This design comes from an exercise in tuning for small area and a short achievable clock period on the open sky130 flow, not from production work. RTL that was checked went through simulation tests only; none was proved equivalent to the original. Power and IR drop assume default switching activity.

==> flow/design.v (excerpt) <==
module RGBtoGray (r, g, b, valid_in, clk, rst, grayout, valid_out);
export LEC_CHECK = 0
export ABC_AREA = 1
export CAP_MARGIN = 20
export CORE_MARGIN = 2
export CORE_UTILIZATION = 40
export PLACE_DENSITY = 0.6
export SLEW_MARGIN = 20
create_clock -name core_clock -period 12.0 [get_ports {clk}]
standard.sh (not shown) runs the stock make flow with config.mk's settings and CLKGATE_MAP_FILE= SYNTH_SCRIPT=/design/flow/synth_recipe.tcl, a recipe that flattens the netlist after the stock synthesis.
==> flow/flow/run.sh <==
#!/bin/bash
# 1. the standard synthesis (standard.sh synth), unchanged.
# 2. flow/invpush.py: full adders are self-dual, so an fa cell can take complemented inputs and
#    give complemented outputs; it flips fa cells where that needs fewer inverters. Registers,
#    ports and every register's and port's logic function stay as synthesis made them.
set -euo pipefail
R=orfs/results/${FLOW_PLATFORM}/RGBtoGray/base
bash standard.sh SETUP_SLACK_MARGIN=7.5 synth > synth.log 2>&1
python3 flow/invpush.py $R/1_2_yosys.v $R/1_2_yosys.inv.v > invpush.log 2>&1
mv $R/1_2_yosys.inv.v $R/1_2_yosys.v
rm -f $R/1_synth.odb
bash standard.sh SETUP_SLACK_MARGIN=7.5 finish > standard_flow.log 2>&1
Other scripts of this flow, unchanged in this note and not shown: flow/flow/invpush.py
The starting point finished clean.
Edit:
--- a/flow/config.mk
+++ b/flow/config.mk
@@ -11,2 +11,3 @@
 export CORE_UTILIZATION = 40
+export CTS_BUF_LIST = sky130_fd_sc_hd__clkbuf_4
 export PLACE_DENSITY = 0.6
- The new run finished with timing, DRC and antenna clean
- design area shrinks slightly
- routed wire length came out higher slightly
- critical path depth fell by 9
- global-route usage rose by 0.20 points

* * *

Another version of the RTL of RGBtoGray (not shown whole).
Size: roughly 400 flip-flops, about 37000 um2 of cells after synthesis.
==> flow/config.mk <==
export PLATFORM = sky130hd
export DESIGN_NAME = RGBtoGray
export DESIGN_NICKNAME = RGBtoGray
export VERILOG_FILES = /design/flow/design.v
export SDC_FILE = /design/flow/constraint.sdc
export NUM_CORES = 4
export LEC_CHECK = 0
export ABC_AREA = 1
export CAP_MARGIN = 20
export CORE_MARGIN = 2
export CORE_UTILIZATION = 40
export PLACE_DENSITY = 0.6
export SLEW_MARGIN = 20
==> flow/constraint.sdc <==
create_clock -name core_clock -period 12.0 [get_ports {clk}]
set_input_delay 2.4000 -clock core_clock [delete_from_list [all_inputs] [get_ports {clk}]]
set_output_delay 2.4000 -clock core_clock [all_outputs]
set_load 0.01 [all_outputs]
run.sh (not shown) runs the stock make flow with config.mk's settings and CLKGATE_MAP_FILE= SYNTH_SCRIPT=/design/flow/synth_recipe.tcl, a recipe that flattens the netlist after the stock synthesis.
Stock flow here: none of the scripts above is used.
Change:
SETUP_SLACK_MARGIN = 5   (was default)
First-iteration DRC count is higher by a few percent.
Total power is higher slightly.
Clock skew hardly moves.
Critical path depth does not change.
Global-route usage is about the same.
Cell count is higher slightly.
Via count is higher slightly.
Setup slack improves by 0.85 ns.
Synthesized area stays the same.
No run of this note included a check of the RTL's function; only the layout flow was run.

* * *

Another version of the RTL of RGBtoGray (not shown whole).
Size in the first run: roughly 4,700 cells after synthesis, ~130 I/O pins, ~45,000 um^2 of cells after synthesis.
==> flow/config.mk <==
export PLATFORM = sky130hd
export DESIGN_NAME = RGBtoGray
export DESIGN_NICKNAME = RGBtoGray
export VERILOG_FILES = /design/flow/design.v
export SDC_FILE = /design/flow/constraint.sdc
export NUM_CORES = 4
export LEC_CHECK = 0
export ABC_AREA = 1
export CAP_MARGIN = 20
export CORE_MARGIN = 2
export CORE_UTILIZATION = 60
export CTS_BUF_LIST = sky130_fd_sc_hd__clkbuf_8
export CTS_CLUSTER_DIAMETER = 55
export CTS_CLUSTER_SIZE = 20
export PLACE_DENSITY = 0.8
export SLEW_MARGIN = 20
==> flow/constraint.sdc <==
create_clock -name core_clock -period 12.0 [get_ports {clk}]
set_input_delay 2.4000 -clock core_clock [delete_from_list [all_inputs] [get_ports {clk}]]
set_output_delay 2.4000 -clock core_clock [all_outputs]
set_load 0.01 [all_outputs]
standard.sh (not shown) runs the stock make flow with config.mk's settings and CLKGATE_MAP_FILE= SYNTH_SCRIPT=/design/flow/synth_recipe.tcl, a recipe that flattens the netlist after the stock synthesis.
==> flow/flow/run.sh <==
#!/bin/bash
# 1. the standard synthesis (standard.sh synth), unchanged.
# 2. flow/invpush.py: full adders are self-dual, so an fa cell can take complemented inputs and
#    give complemented outputs; it flips fa cells where that needs fewer inverters. Registers,
#    ports and every register's and port's logic function stay as synthesis made them.
set -euo pipefail
R=orfs/results/${FLOW_PLATFORM}/RGBtoGray/base
bash standard.sh SETUP_SLACK_MARGIN=8.4 'BUFFER_PORTS_ARGS=-buffer_cell sky130_fd_sc_hd__buf_1' synth > synth.log 2>&1
python3 flow/invpush.py $R/1_2_yosys.v $R/1_2_yosys.inv.v > invpush.log 2>&1
mv $R/1_2_yosys.inv.v $R/1_2_yosys.v
rm -f $R/1_synth.odb
bash standard.sh SETUP_SLACK_MARGIN=8.4 'BUFFER_PORTS_ARGS=-buffer_cell sky130_fd_sc_hd__buf_1' finish > standard_flow.log 2>&1
Other scripts of this flow, unchanged in this note and not shown: flow/flow/invpush.py
==> next run, changes <==
--- a/flow/flow/run.sh
+++ b/flow/flow/run.sh
@@ -8 +8 @@
-bash standard.sh SETUP_SLACK_MARGIN=8.4 'BUFFER_PORTS_ARGS=-buffer_cell sky130_fd_sc_hd__buf_1' synth > synth.log 2>&1
+bash standard.sh SETUP_SLACK_MARGIN=8.5 'BUFFER_PORTS_ARGS=-buffer_cell sky130_fd_sc_hd__buf_1' synth > synth.log 2>&1
@@ -12 +12 @@
-bash standard.sh SETUP_SLACK_MARGIN=8.4 'BUFFER_PORTS_ARGS=-buffer_cell sky130_fd_sc_hd__buf_1' finish > standard_flow.log 2>&1
+bash standard.sh SETUP_SLACK_MARGIN=8.5 'BUFFER_PORTS_ARGS=-buffer_cell sky130_fd_sc_hd__buf_1' finish > standard_flow.log 2>&1
--- a/flow/config.mk
+++ b/flow/config.mk
@@ -13,2 +13,2 @@
-export CTS_CLUSTER_DIAMETER = 55
-export CTS_CLUSTER_SIZE = 20
+export CTS_CLUSTER_DIAMETER = 50
+export CTS_CLUSTER_SIZE = 16
Flip-flop and latch count is unchanged.
Core utilization went up by 0.97 points.
Combinational power went up by about 3%.

-- port drivers added, routing unchanged --
Ports are ideal in the flow. The routed layouts listed here were re-timed in OpenROAD. Step 1, drivers: a clkbuf_16 drives clk and a buf_2 each remaining input, both assumed. Step 2 moves the port delays by t, midway between the first and last clock arrival at a register: inputs arrive t later, outputs are due t later. That takes back most of the time a late clock gives input paths. a / b / c = ideal ports / drivers / drivers and shift; a / b = the first two.
run	t (ns)	setup slack, ns	clock arrival spread, ns	worst register clock-pin slew, ns
the first run of note 1	0.727	7.802 / 7.802 / 7.802	0.036 / 0.036	0.06 / 0.06
the second run of note 1	1.177	7.693 / 7.623 / 7.765	0.114 / 0.113	0.08 / 0.08
the first run of note 2	0.696	4.576 / 4.576 / 4.576	0.017 / 0.017	0.07 / 0.07
the second run of note 2	0.695	5.427 / 5.427 / 5.427	0.017 / 0.016	0.06 / 0.06
the first run of note 3	0.758	8.293 / 8.293 / 8.293	0.035 / 0.035	0.12 / 0.12
the second run of note 3	0.768	8.394 / 8.377 / 8.394	0.046 / 0.045	0.10 / 0.10
After both steps setup and hold are still met in every run listed.
